This is an optimization exercise on Yosys and OpenROAD, whose aim is small area and a short achievable clock period, not a production implementation.
Function was not checked in any run shown here: the RTL went through the layout flow alone.
Power figures rest on the tool's default switching activity, not on a simulated workload.

## flow/design.v (module list and top-level ports; edited modules follow where they fit)
// module c6288: 698 lines
// module mfa: 4 lines
// module mhan: 4 lines
// module fadd: 438 lines
// module g_aoi21: 3 lines
// module g_inv: 3 lines
// module g_nand2: 3 lines
// module g_nor2: 3 lines
// module g_oai21: 3 lines
// module g_or2: 3 lines
// module g_xnor2: 3 lines
// module g_xor2: 3 lines
module c6288 (clk, reset, N1_wire, N18_wire, N35_wire, N52_wire, N69_wire, N86_wire, N103_wire, N120_wire, N137_wire, N154_wire, N171_wire, N188_wire, N205_wire, N222_wire, N239_wire, N256_wire, N273_wire, N290_wire, N307_wire, N324_wire, N341_wire, N358_wire, N375_wire, N392_wire, N409_wire, N426_wire, N443_wire, N460_wire, N477_wire, N494_wire, N511_wire, N528_wire,
  N545, N1581, N1901, N2223, N2548, N2877, N3211, N3552, N3895, N4241, N4591, N4946, N5308, N5672, N5971, N6123, N6150, N6160, N6170, N6180, N6190, N6200, N6210, N6220, N6230, N6240, N6250, N6260, N6270, N6280, N6288, N6287);
  // ...
==> flow/run.sh <==
#!/bin/bash
# synth_recipe.tcl (not shown) runs the flow's synth.tcl, then flattens the netlist and writes it again
# the make line also repeats each setting of config.mk as NAME=value (left out here)
make -C /OpenROAD-flow-scripts/flow DESIGN_CONFIG=/design/flow/config.mk WORK_HOME=/design/flow/orfs CLKGATE_MAP_FILE= SYNTH_SCRIPT=/design/flow/synth_recipe.tcl finish
==> flow/config.mk <==
export PLATFORM = sky130hd
export DESIGN_NAME = c6288
export DESIGN_NICKNAME = c6288
export VERILOG_FILES = /design/flow/design.v
export SDC_FILE = /design/flow/constraint.sdc
export NUM_CORES = 4
export LEC_CHECK = 0
export CAP_MARGIN = 20
export CORE_MARGIN = 2
export CORE_UTILIZATION = 40
export SLEW_MARGIN = 20
export SYNTH_HIERARCHICAL = 1
==> flow/constraint.sdc <==
create_clock -name core_clock -period 14.0 [get_ports {clk}]
set_input_delay 2.8000 -clock core_clock [delete_from_list [all_inputs] [get_ports {clk}]]
set_output_delay 2.8000 -clock core_clock [all_outputs]
set_load 0.01 [all_outputs]
==> run notes, run 1 <==
* Status: complete, no violations
* Clk latency of the worst-skew pair at between 0.3 and 0.4 ns
* Pin count of the biggest net entering global routing at between 60 and 70
* FFs & Latches at 64
* Switching share of power at between 40% and 50%
* CTS tree: yes
* Dpl hpwl at between 10,000 and 15,000 um
* Diode count at 0
* Slew @ Worst Pin at between 0.8 and 0.9 ns
* Setup bufs post-CTS at 0
* Power in combinational cells at between 1.5 and 2 mW
* Multi-input gate count at around 670
* Hold slack at just under 0.9 ns
* Multi-input logic area at about 6300 um^2
* Layout cells sized above 1 at under 10%
* Most common cell after layout, fill and taps aside: nand2_1
* Period utilization at between 40% and 50%
* Fraction of area in multi-input gates at 67.9%
* Worst r2r src: rb[3]
* Fraction of area in non-clock buffers at approximately 7.1%
* Dpl cell area at between 8000 and 9000 um^2
* Biggest Area Class: multi-input gates
* Starting Density at between 40% and 50%
* Max reg flops at 32
* Clock Path Buffers at 2
* Clk root buf: clkbuf_16
* Cell family with most CP delay: adder cells
* Clock network area share at under 10%
==> inputs of run 2 (changes only) <==
==> flow/flow/run.sh (new file) <==
#!/bin/bash
# Own layout flow: the standard flow (standard.sh), with repair_timing
# asked to keep a setup margin, so that the resizer sizes and buffers the
# multiplier for a short period instead of only for the 14 ns clock.
# Each step's full output goes to a log file in the work folder.
set -euo pipefail
MARGIN=$(cat flow/margin.txt)
bash standard.sh synth > synth.log 2>&1
bash standard.sh finish SETUP_SLACK_MARGIN=$MARGIN > layout.log 2>&1
==> flow/flow/margin.txt (new file) <==
9.0
==> flow/standard.sh (new file) <==
#!/bin/bash
# synth_recipe.tcl (not shown) runs the flow's synth.tcl, then flattens the netlist and writes it again
# the make line also repeats each setting of config.mk as NAME=value (left out here)
make -C /OpenROAD-flow-scripts/flow DESIGN_CONFIG=/design/flow/config.mk WORK_HOME=/design/flow/orfs CLKGATE_MAP_FILE= SYNTH_SCRIPT=/design/flow/synth_recipe.tcl "${@:-finish}"
removed: flow/run.sh
==> run notes, run 2 <==
* Max-Cap Viols at 0 (unchanged)
* Final ANT Viol Nets at 0 (unchanged)
* Clk root buf: clkbuf_16 (unchanged)
* Filler cells at 2,067 (was 2,111)
* Dpl hpwl at 14,500 um (unchanged)
* Pwr dens at 245 nW/um^2 (was 246 nW/um^2)
* Met2 usage at 30.0% (was 29.5%)
* Reg clk slew, reported paths at 0.06 ns (was 0.07 ns)
* Die width at 153 um (unchanged)
* Max FO, Critical Path at 7 (was 16)
* Pin count of the biggest net entering global routing at 65 (unchanged)
* Core ar. at 21,800 um^2 (unchanged)
* Setup_tns at 0 ns (unchanged)
* DR iter-0 viols at 379 (was 341)
* IO Port Bufs at 65 (unchanged)
* Antenna violations before repair at 0 (unchanged)
* Cell-internal power at 1.26 mW (was 1.20 mW)
* Fin crit period at 4.83 ns (was 5.87 ns)
* Final wirelength at 20,700 um (was 19,700 um)
* Fmax at 0.207 GHz (was 0.170 GHz)
* Router iterations before antenna repair at 5 (unchanged)
* Worst r2r src: ra[4] (was rb[3])
* Most common cell after layout, fill and taps aside: nand2_1 (unchanged)
* Diode count at 0 (unchanged)
* Clock network power share at 10.6% (was 11.2%)
* Layout cells sized above 1 at 16.5% (was 6.86%)
* Gate power share at 76.7% (was 75.4%)
* Setup violators final at 0 (unchanged)
* Slew HR at 45.7% (was 46.0%)
* Biggest regs: rp (32), ra (16), rb (16) (unchanged)
* Status: complete, no violations (unchanged)
* Max Slew Vio Count at 0 (unchanged)
* Met1 GRT Util at 24.4% (was 23.9%)
* Psw at 1.15 mW (was 1.09 mW)
* Data required time of the worst path at 14.23 ns (about the same)
* Max stage delay on crit path at 0.54 ns (was 0.80 ns)
* Most flops, register: rp (unchanged)
* LEAKAGE at 3.63 nW (was 3.40 nW)
* Global-route wire length before repair at 33,300 um (was 32,600 um)
* Critical Path Sink Type: flip-flop (unchanged)
* Critical Path AT at 5.06 ns (was 6.10 ns)
* GRT busiest layer: met2 (unchanged)
* GRT met3 Usage at 2.75% (was 2.69%)
* HP Start: rb[0] (was ra[0])
* Avg Inst Size Synth at 10.6 um^2 (unchanged)
* Layout Nets at 1,105 (was 1,055)
* Clk latency of the worst-skew pair at 0.35 ns (about the same)
* Critical path class: flip-flop to flip-flop (unchanged)
* Starting Density at 40.8% (unchanged)
* Post-Synthesis Cells at 843 (unchanged)
* Sequential power share at 12.6% (was 13.5%)
* Layout area overhead at 10.3% (was 4.38%)
* CTS tree: yes (unchanged)
* Worst-path cell chain: buf_4, nand2_1, fa_1, fa_1, fa_1, fa_1, fa_1, nand2_1, nand2_1, nor2_2, nand2_1, o21ai_4, inv_1, o21ai_4, inv_1, o21ai_2, a21oi_2, xnor2_1 (was nand2_1, or2_1, fa_1, fa_1, fa_1, fa_1, fa_1, nand2_1, nand2_1, nor2_1, nand2_1, o21ai_1, inv_1, o21ai_1, inv_1, o21ai_1, a21oi_2, xnor2_1)
* RSZ-0062 raised after global routing: yes (was no)
* VDD IR max at 169 uV (was 138 uV)
* Slew @ Worst Pin at 0.814 ns (was 0.809 ns)
* Clock Path Buffers at 2 (unchanged)
* Yosys warns at 7 (unchanged)
* Core Rows at 54 (unchanged)
* Crit start category: flip-flop (unchanged)
* DRC at 0 (unchanged)
* Die area at 23,500 um^2 (unchanged)
* Vias/cell at 5.05 (was 5.04)
* Count of final hold-check violations at 0 (unchanged)
* Clock net sink count at 64 (unchanged)
* Routed len/inst at 17.9 um (was 17.7 um)
* RD Place Congestion at 0.851 (unchanged)
* Total CTS buffers at 9 (unchanged)
* Routed via count at 5,867 (was 5,594)
* Num ports at 66 (unchanged)
* Switching share of power at 47.7% (was 47.8%)
* Slowest cell on the critical path: dfrtp_4 (was dfrtp_1)
* Setup crit start: ra[4] (was rb[3])
* Most frequent cells in the layout: nand2_1 (297), fa_1 (195), clkdlybuf4s50_1 (65) (unchanged)
* Area of the mapped netlist at 8900 um^2 (unchanged)
* Number of global-route vias before repair at 6,240 (was 6,135)
* Total GRT Usage at 18.4% (was 17.9%)
* Die Y at 153 um (unchanged)
* Overflow after GRT at 0 (unchanged)
* H-tree depth at 3 (unchanged)
* Hold/Removal Path Class: flip-flop to flip-flop (unchanged)
* Period utilization at 34.5% (was 41.9%)
* Clock Skew at 0.0119 ns (was 0.0116 ns)
* Sequential cell area at 1700 um^2 (was 1600 um^2)
* Max reg flops at 32 (unchanged)
* Net Count, Synth at 1,072 (unchanged)
* Total power at 2.41 mW (was 2.29 mW)
* Top cell by count, worst path: fa_1 (unchanged)
* Multi-input logic area at 6350 um^2 (was 6310 um^2)
[run 2: power groups by stage]
stage               Sequential [mW]  Combinational [mW]  Clock [mW]
floorplan                     0.310                1.83           0
global placement              0.313                1.72           0
detailed placement            0.313                1.75           0
CTS                           0.307                1.81       0.266
global route                  0.312                2.08       0.272
finish                        0.304                1.85       0.257
[run 2: per-layer routing]
metal,vias to the layer above,share of wire [%]
li1,2557,-
met1,3010,41
met2,253,48
met3,47,6.5
met4,0,3.8
met5,-,0
[run 2: final timing paths]
path,to,slack (ns),cells past startpoint
worst min register to register,rp[0],0.75,2
max in group asynchronous,rb[15],10.38,3
worst max register to register,rp[27],9.17,18
worst min-delay path,rp[0],0.75,2
min in group asynchronous,ra[0],3.01,3
worst max-delay path,rp[27],9.17,18
[run 2: cell type report]
class	instances	share of cell area, %
well taps	280	3.57
inverters	13	0.497
multi-input cells	672	64.6
repair buffers	116	10.7
clock buffers	9	2.29
flip-flops and latches	64	17.3
clock inverters	7	1.04
[run 2: worst max-delay path: cells and delay by family (launching register included)]
family,cells,cell delay [ns]
xor gates and xnor gates,1,0.13
and+or+nand+nor,5,0.60
DFF,1,0.54
buffers and inverters,3,0.37
AOI/OAI and AO/OA,4,0.69
adders and majority gates,5,2.36
[run 2: repair_timing]
action                     4_1_cts  5_1_grt
resized for setup               45       19
setup buffers                   15       35
hold buffers                     0        0
pin swaps                        1        2
setup endpoints to repair       15        7
hold endpoints to repair         0        0
cloned                           0        0
[run 2: through the flow]
stage	cells	area [um^2]	util (%)	hold slack [ns]	worst slack, ns
floorplan	843	8900	-	0.661	9.09
global placement	1095	8970	41.1	0.843	8.22
detailed placement	1095	8970	41.1	0.842	8.16
CTS	1126	9510	43.6	0.695	9.01
global route	1161	9820	45.0	0.815	8.98
finish	1161	9820	45.0	0.748	9.17
==> inputs of run 3 (changes only) <==
==> flow/flow/run.sh (replaced) <==
#!/bin/bash
# Own layout flow: the standard flow (standard.sh) with extra ORFS make
# variables from flow/extra.txt (one VAR=value per line), e.g. a setup margin
# so that repair_timing sizes and buffers the multiplier for a short period
# rather than only for the 14 ns clock. Each step's full output goes to a log
# file in the work folder.
set -euo pipefail
mapfile -t EXTRA < <(grep -v '^#' flow/extra.txt | grep .)
bash standard.sh synth > synth.log 2>&1
bash standard.sh finish "${EXTRA[@]}" > layout.log 2>&1
==> flow/flow/extra.txt (new file) <==
SETUP_SLACK_MARGIN=10
removed: flow/flow/margin.txt
==> run notes, run 3 <==
* DRC at 0 (unchanged)
* Worst-path cell chain: buf_12, buf_6, nand2_4, fa_1, fa_1, fa_2, fa_2, fa_1, fa_1, nor2_2, a21oi_2, o21ai_2, a21oi_2, o21ai_4, buf_4, buf_6, a21oi_2, xnor2_1 (was buf_4, nand2_1, fa_1, fa_1, fa_1, fa_1, fa_1, nand2_1, nand2_1, nor2_2, nand2_1, o21ai_4, inv_1, o21ai_4, inv_1, o21ai_2, a21oi_2, xnor2_1)
* Hold buffers post-CTS at 0 (unchanged)
* Data required time of the worst path at 14.27 ns (was 14.23 ns)
* Most common cell after layout, fill and taps aside: nand2_1 (unchanged)
* LEAKAGE at 4.01 nW (was 3.63 nW)
* Count of final hold-check violations at 0 (unchanged)
* Area of the mapped netlist at 8900 um^2 (unchanged)
* Pwr dens at 280 nW/um^2 (was 245 nW/um^2)
* Core ar. at 21,800 um^2 (unchanged)
* Crit start category: flip-flop (unchanged)
* Dpl cell area at 9030 um^2 (was 8970 um^2)
* Vias/cell at 5.02 (was 5.05)
* Critical Path AT at 5.03 ns (was 5.06 ns)
* Total CTS buffers at 9 (unchanged)
* Hold/Removal Path Class: flip-flop to flip-flop (unchanged)
* Setup_tns at 0 ns (unchanged)
* Dpl cells at 1,095 (unchanged)
* Critical path class: flip-flop to flip-flop (unchanged)
* Overflow after GRT at 0 (unchanged)
* Post-Synthesis Cells at 843 (unchanged)
* H-tree depth at 3 (unchanged)
* Antenna violations before repair at 0 (unchanged)
* Die area at 23,500 um^2 (unchanged)
* Biggest regs: rp (32), ra (16), rb (16) (unchanged)
* Design area at 10,500 um^2 (was 9820 um^2)
* Non-filler cells, final at 1,214 (was 1,161)
* Pin count of the biggest net entering global routing at 65 (unchanged)
* Num ports at 66 (unchanged)
* IO Port Bufs at 65 (unchanged)
* Max FO, Critical Path at 4 (was 7)
* Net Count, Synth at 1,072 (unchanged)
* Yosys warns at 7 (unchanged)
* Hold slack at 0.817 ns (was 0.748 ns)
* GRT busiest layer: met2 (unchanged)
* Total GRT Usage at 19.7% (was 18.4%)
* CTS tree: yes (unchanged)
* RD Place Congestion at 0.851 (about the same)
* Clock net sink count at 64 (unchanged)
* Clk root buf: clkbuf_16 (unchanged)
* Status: complete, no violations (unchanged)
* Routed via count at 6,100 (was 5,867)
* Final WS setup at 9.23 ns (was 9.17 ns)
* GRT met3 Usage at 5.08% (was 2.75%)
* Avg Inst Size Synth at 10.6 um^2 (unchanged)
* Routed len/inst at 18.1 um (was 17.9 um)
* Fin crit period at 4.77 ns (was 4.83 ns)
* Met1 GRT Util at 25.1% (was 24.4%)
* Die Y at 153 um (unchanged)
* Slew HR at 46.2% (was 45.7%)
* Reg clk slew, reported paths at 0.07 ns (was 0.06 ns)
* Clock Skew at 0.0144 ns (was 0.0119 ns)
* Period utilization at 34.1% (was 34.5%)
* Number of global-route vias before repair at 6,748 (was 6,240)
* Top cell by count, worst path: fa_1 (unchanged)
* Final core occ at 48.1% (was 45.0%)
* Router iterations before antenna repair at 7 (was 5)
* Final wirelength at 21,900 um (was 20,700 um)
* Max Slew Vio Count at 0 (unchanged)
* Clk latency of the worst-skew pair at 0.35 ns (about the same)
* Most flops, register: rp (unchanged)
* Max-Cap Viols at 0 (unchanged)
* Global-route wire length before repair at 35,400 um (was 33,300 um)
* Layout Nets at 1,159 (was 1,105)
* DR iter-0 viols at 346 (was 379)
* Core Rows at 54 (unchanged)
* Pre-CTS setup slack at 8.67 ns (was 8.16 ns)
* Slowest cell on the critical path: fa_1 (was dfrtp_4)
* Layout area overhead at 17.8% (was 10.3%)
* Dpl hpwl at 14,600 um (was 14,500 um)
* Die width at 153 um (unchanged)
* Final ANT Viol Nets at 0 (unchanged)
* Total power at 2.94 mW (was 2.41 mW)
* Max reg flops at 32 (unchanged)
* Starting Density at 40.8% (unchanged)
* Most frequent cells in the layout: nand2_1 (281), fa_1 (180), buf_4 (83) (was nand2_1 (297), fa_1 (195), clkdlybuf4s50_1 (65))
* VDD IR max at 239 uV (was 169 uV)
* Critical Path Sink Type: flip-flop (unchanged)
* Slew @ Worst Pin at 0.807 ns (was 0.814 ns)
* Clock Path Buffers at 2 (unchanged)
* Met2 usage at 32.2% (was 30.0%)
* Diode count at 0 (unchanged)
* Max stage delay on crit path at 0.64 ns (was 0.54 ns)
* Layout cells sized above 1 at 26.1% (was 16.5%)
* Fmax at 0.210 GHz (was 0.207 GHz)
* RSZ-0062 raised after global routing: yes (unchanged)
* Setup violators final at 0 (unchanged)
[run 3: cell type report]
type / count / area, um^2
clock buffer: 10 / 239
clock inverter: 5 / 81.3
fill: 1997 / 11300
inverter: 13 / 52.6
multi-input combinational: 672 / 6530
sequential: 64 / 1690
tap: 280 / 350
timing repair buffer: 170 / 1550
[run 3: final timing paths]
kind	startpoint	to	slack [ns]	cells past startpoint
setup reg to reg	ra[3]	rp[25]	9.23	18
min in group asynchronous	reset	ra[0]	3.06	3
setup / recovery	ra[3]	rp[25]	9.23	18
hold / removal	ra[0]	rp[0]	0.82	3
max in group asynchronous	reset	ra[12]	10.31	3
hold reg to reg	ra[0]	rp[0]	0.82	3
[run 3: report_power, final]
part           switching (mW)  internal [mW]  total [mW]
registers              0.0230          0.271       0.294
logic                    1.22           1.18        2.40
clock network          0.0887          0.160       0.248
[run 3: metal layers]
| layer | vias up | part of all wire [%] | wire length (um) |
|---|---|---|---|
| li1 | 2666 | - | - |
| met3 | 48 | 8.6 | 1890 |
| met4 | 0 | 3.2 | 695 |
| met1 | 3132 | 40 | 8830 |
| met5 | - | 0 | 0 |
| met2 | 254 | 48 | 10500 |
[run 3: what timing repair did]
| item | CTS | global route |
|---|---|---|
| pin swaps | 20 | 19 |
| resized for setup | 109 | 35 |
| endpoints found under the setup margin | 51 | 21 |
| setup buffers | 87 | 17 |
[run 3: worst max-delay path: cells and delay by family, from the launching register on]
| family | cells | cell delay [ns] |
|---|---|---|
| buffers and inverters | 4 | 0.52 |
| AOI/OAI and AO/OA | 5 | 0.60 |
| adders and majority gates | 6 | 2.83 |
| and+or+nand+nor | 2 | 0.12 |
| xor gates and xnor gates | 1 | 0.12 |
| DFF | 1 | 0.50 |
==> inputs of run 4 (changes only) <==
==> flow/flow/extra.txt (replaced) <==
SETUP_SLACK_MARGIN=9.5
==> run notes, run 4 <==
* Status: complete, no violations (unchanged)
* RD Place Congestion at 0.845 (was 0.851)
* Critical path class: flip-flop to flip-flop (unchanged)
* Most frequent cells in the layout: nand2_1 (274), fa_1 (166), buf_4 (86) (was nand2_1 (281), fa_1 (180), buf_4 (83))
* Final core occ at 48.8% (was 48.1%)
* Die area at 23,500 um^2 (unchanged)
* Pin count of the biggest net entering global routing at 65 (unchanged)
* Router iterations before antenna repair at 5 (was 7)
* Total CTS buffers at 9 (unchanged)
* IO Port Bufs at 65 (unchanged)
* Total GRT Usage at 20.1% (was 19.7%)
* Multi-input logic area at 6590 um^2 (was 6530 um^2)
* Pre-CTS setup slack at 8.69 ns (was 8.67 ns)
* Max stage delay on crit path at 0.59 ns (was 0.64 ns)
* Dpl cell area at 9010 um^2 (was 9030 um^2)
* Final ANT Viol Nets at 0 (unchanged)
* Slowest cell on the critical path: fa_2 (was fa_1)
* Most common cell after layout, fill and taps aside: nand2_1 (unchanged)
* Routed len/inst at 18.6 um (was 18.1 um)
* Filler cells at 1,942 (was 1,997)
* Die width at 153 um (unchanged)
* Fin crit period at 4.70 ns (was 4.77 ns)
* Hold slack at 0.874 ns (was 0.817 ns)
* Met2 routed WL at 11,100 um (was 10,500 um)
* Clock Skew at 0.0125 ns (was 0.0144 ns)
* Yosys warns at 7 (unchanged)
* Data required time of the worst path at 14.22 ns (was 14.27 ns)
* Met1 Wirelength at 9000 um (was 8830 um)
* Max Slew Vio Count at 0 (unchanged)
* Clk root buf: clkbuf_16 (unchanged)
* Net Count, Synth at 1,072 (unchanged)
* Final wirelength at 22,700 um (was 21,900 um)
* Starting Density at 40.8% (unchanged)
* Final WS setup at 9.30 ns (was 9.23 ns)
* Most flops, register: rp (unchanged)
* Max-Cap Viols at 0 (unchanged)
* Top layer in use: met4 (unchanged)
* Area of the mapped netlist at 8900 um^2 (unchanged)
* Biggest regs: rp (32), ra (16), rb (16) (unchanged)
* Layout cells sized above 1 at 28.7% (was 26.1%)
* Bufs and invs on worst path at 1 (was 4)
* H-tree depth at 3 (unchanged)
* Dpl hpwl at 14,600 um (about the same)
* Vias/cell at 5.10 (was 5.02)
* Setup violators final at 0 (unchanged)
* CTS tree: yes (unchanged)
* Max FO, Critical Path at 5 (was 4)
* Count of final hold-check violations at 0 (unchanged)
* Design area at 10,600 um^2 (was 10,500 um^2)
* LEAKAGE at 3.99 nW (was 4.01 nW)
* Post-Synthesis Cells at 843 (unchanged)
* Crit start category: flip-flop (unchanged)
* Number of global-route vias before repair at 6,981 (was 6,748)
* RSZ-0062 raised after global routing: yes (unchanged)
* Period utilization at 33.6% (was 34.1%)
* Routed via count at 6,235 (was 6,100)
* VDD IR max at 242 uV (was 239 uV)
* Overflow after GRT at 0 (unchanged)
* Global-route wire length before repair at 36,300 um (was 35,400 um)
* Clock net sink count at 64 (unchanged)
* Clock Path Buffers at 2 (unchanged)
* DR iter-0 viols at 445 (was 346)
* Worst-path cell chain: buf_12, nand2_4, fa_1, fa_1, fa_2, fa_2, fa_1, fa_2, nand2_4, a21oi_4, o21ai_4, a21oi_2, o21ai_4, a21oi_4, o21ai_2, xor2_1 (was buf_12, buf_6, nand2_4, fa_1, fa_1, fa_2, fa_2, fa_1, fa_1, nor2_2, a21oi_2, o21ai_2, a21oi_2, o21ai_4, buf_4, buf_6, a21oi_2, xnor2_1)
* Core Rows at 54 (unchanged)
* Layout Nets at 1,166 (was 1,159)
* Worst r2r src: ra[1] (was ra[3])
* Slew @ Worst Pin at 0.815 ns (was 0.807 ns)
* Cell family with most CP delay: adder cells (unchanged)
* DRC at 0 (unchanged)
* Core ar. at 21,800 um^2 (unchanged)
* Pwr dens at 279 nW/um^2 (was 280 nW/um^2)
* Slew HR at 45.6% (was 46.2%)
* Clk latency of the worst-skew pair at 0.35 ns (about the same)
* Antenna violations before repair at 0 (unchanged)
* Fmax at 0.213 GHz (was 0.210 GHz)
* Max reg flops at 32 (unchanged)
* Reg clk slew, reported paths at 0.06 ns (was 0.07 ns)
* Die Y at 153 um (unchanged)
* Sequential cell area at 1690 um^2 (unchanged)
* Avg Inst Size Synth at 10.6 um^2 (unchanged)
* Hold buffers post-CTS at 0 (unchanged)
* Layout area overhead at 19.5% (was 17.8%)
* Critical Path AT at 4.92 ns (was 5.03 ns)
* Diode count at 0 (unchanged)
* HP Start: ra[0] (unchanged)
* Critical Path Sink Type: flip-flop (unchanged)
* Setup_tns at 0 ns (unchanged)
* Num ports at 66 (unchanged)
* Setup crit start: ra[1] (was ra[3])
* Metal3 WL at 1830 um (was 1890 um)
* Hold/Removal Path Class: flip-flop to flip-flop (unchanged)
## run 4: cell count changes in the layout (fill, tap and decap cells not counted), moves of 4 or more
cell / change
clkdlybuf4s50_1: +32
dlygate4sd2_1: -31
fa_1: -14
fa_2: +14
nand2_1: -7
nand2_2: +4
o21ai_2: -4
## run 4: path summary, 6_finish.rpt
path	end	slack, ns	cells past startpoint
setup / recovery	rp[30]	9.30	16
min in group asynchronous	rb[3]	3.01	3
max in group asynchronous	ra[12]	10.36	3
hold reg to reg	rp[0]	0.87	4
hold / removal	rp[0]	0.87	4
setup reg to reg	rp[30]	9.30	16
## run 4: power breakdown
part | switching, mW | internal [mW] | total [mW]
combinational | 1.24 | 1.19 | 2.43
sequential | 0.0239 | 0.271 | 0.295
clock | 0.0936 | 0.143 | 0.237
total | 1.36 | 1.61 | 2.97
## run 4: through the flow
| step | power, mW | instances |
|---|---|---|
| 6_report | 2.97 | 1222 |
| 5_1_grt | 3.21 | 1222 |
| 4_1_cts | 2.68 | 1212 |
| 3_5_place_dp | 2.11 | 1095 |
| 3_3_place_gp | 2.09 | 1095 |
| 2_1_floorplan | 2.20 | 843 |
## run 4: layout make-up
type                            count  area share (%)
Tap cell                          280            3.29
Clock buffer                       10            2.25
Clock inverter                      6           0.623
Timing Repair Buffer              177            15.6
Sequential cell                    64            15.9
Multi-Input combinational cell    672            61.9
Inverter                           13           0.458
## run 4: repair_timing
action / 4_1_cts / 5_1_grt
pin swaps: 28 / 28
setup endpoints to repair: 16 / 16
gates resized for setup: 92 / 52
buffers inserted: 101 / 10
## run 4: per-layer routing
metal	up-vias	GRT usage [%]
li1	2675	-
met4	0	7.98
met3	59	4.82
met2	288	33.7
met1	3213	25.2
met5	-	1.24
## run 4: worst reg2reg max path, delay by kind of cell, from the launching register on
kind	cells	cell delay, ns
XOR/XNOR	1	0.16
AO/OA/AOI/OAI	6	0.86
flip-flops	1	0.43
AND/OR/NAND/NOR	2	0.12
adder cells (fa/ha/maj)	6	2.85
buffers and inverters	1	0.14

port drivers added, routing unchanged:
The flow's constraints put no driver on any port. The routed layouts listed below were extracted and timed again, unchanged, in two steps.
Step 1, drivers: a clkbuf_16 drives clk and a buf_2 each remaining input, both assumed.
Step 2 adds t to the input delays and takes it off the output delays; t is the mean of the earliest and latest rising clock arrival at the registers after step 1. Input paths then give back, and output paths get back, about the clock's delay inside the block.
a / b / c = ideal / step 1 / step 2; a / b = the first two.
run | t (ns) | slack for setup (ns) | worst setup path after step 2 | worst data-port slew with drivers (ns)
run 1 | 0.392 | 8.133 / 8.133 / 8.133 | register to register | 0.03
run 2 | 0.393 | 9.168 / 9.168 / 9.168 | register to register | 0.03
run 3 | 0.391 | 9.231 / 9.231 / 9.231 | register to register | 0.03
run 4 | 0.390 | 9.298 / 9.298 / 9.298 | register to register | 0.04
After both steps every run listed still meets setup and hold.
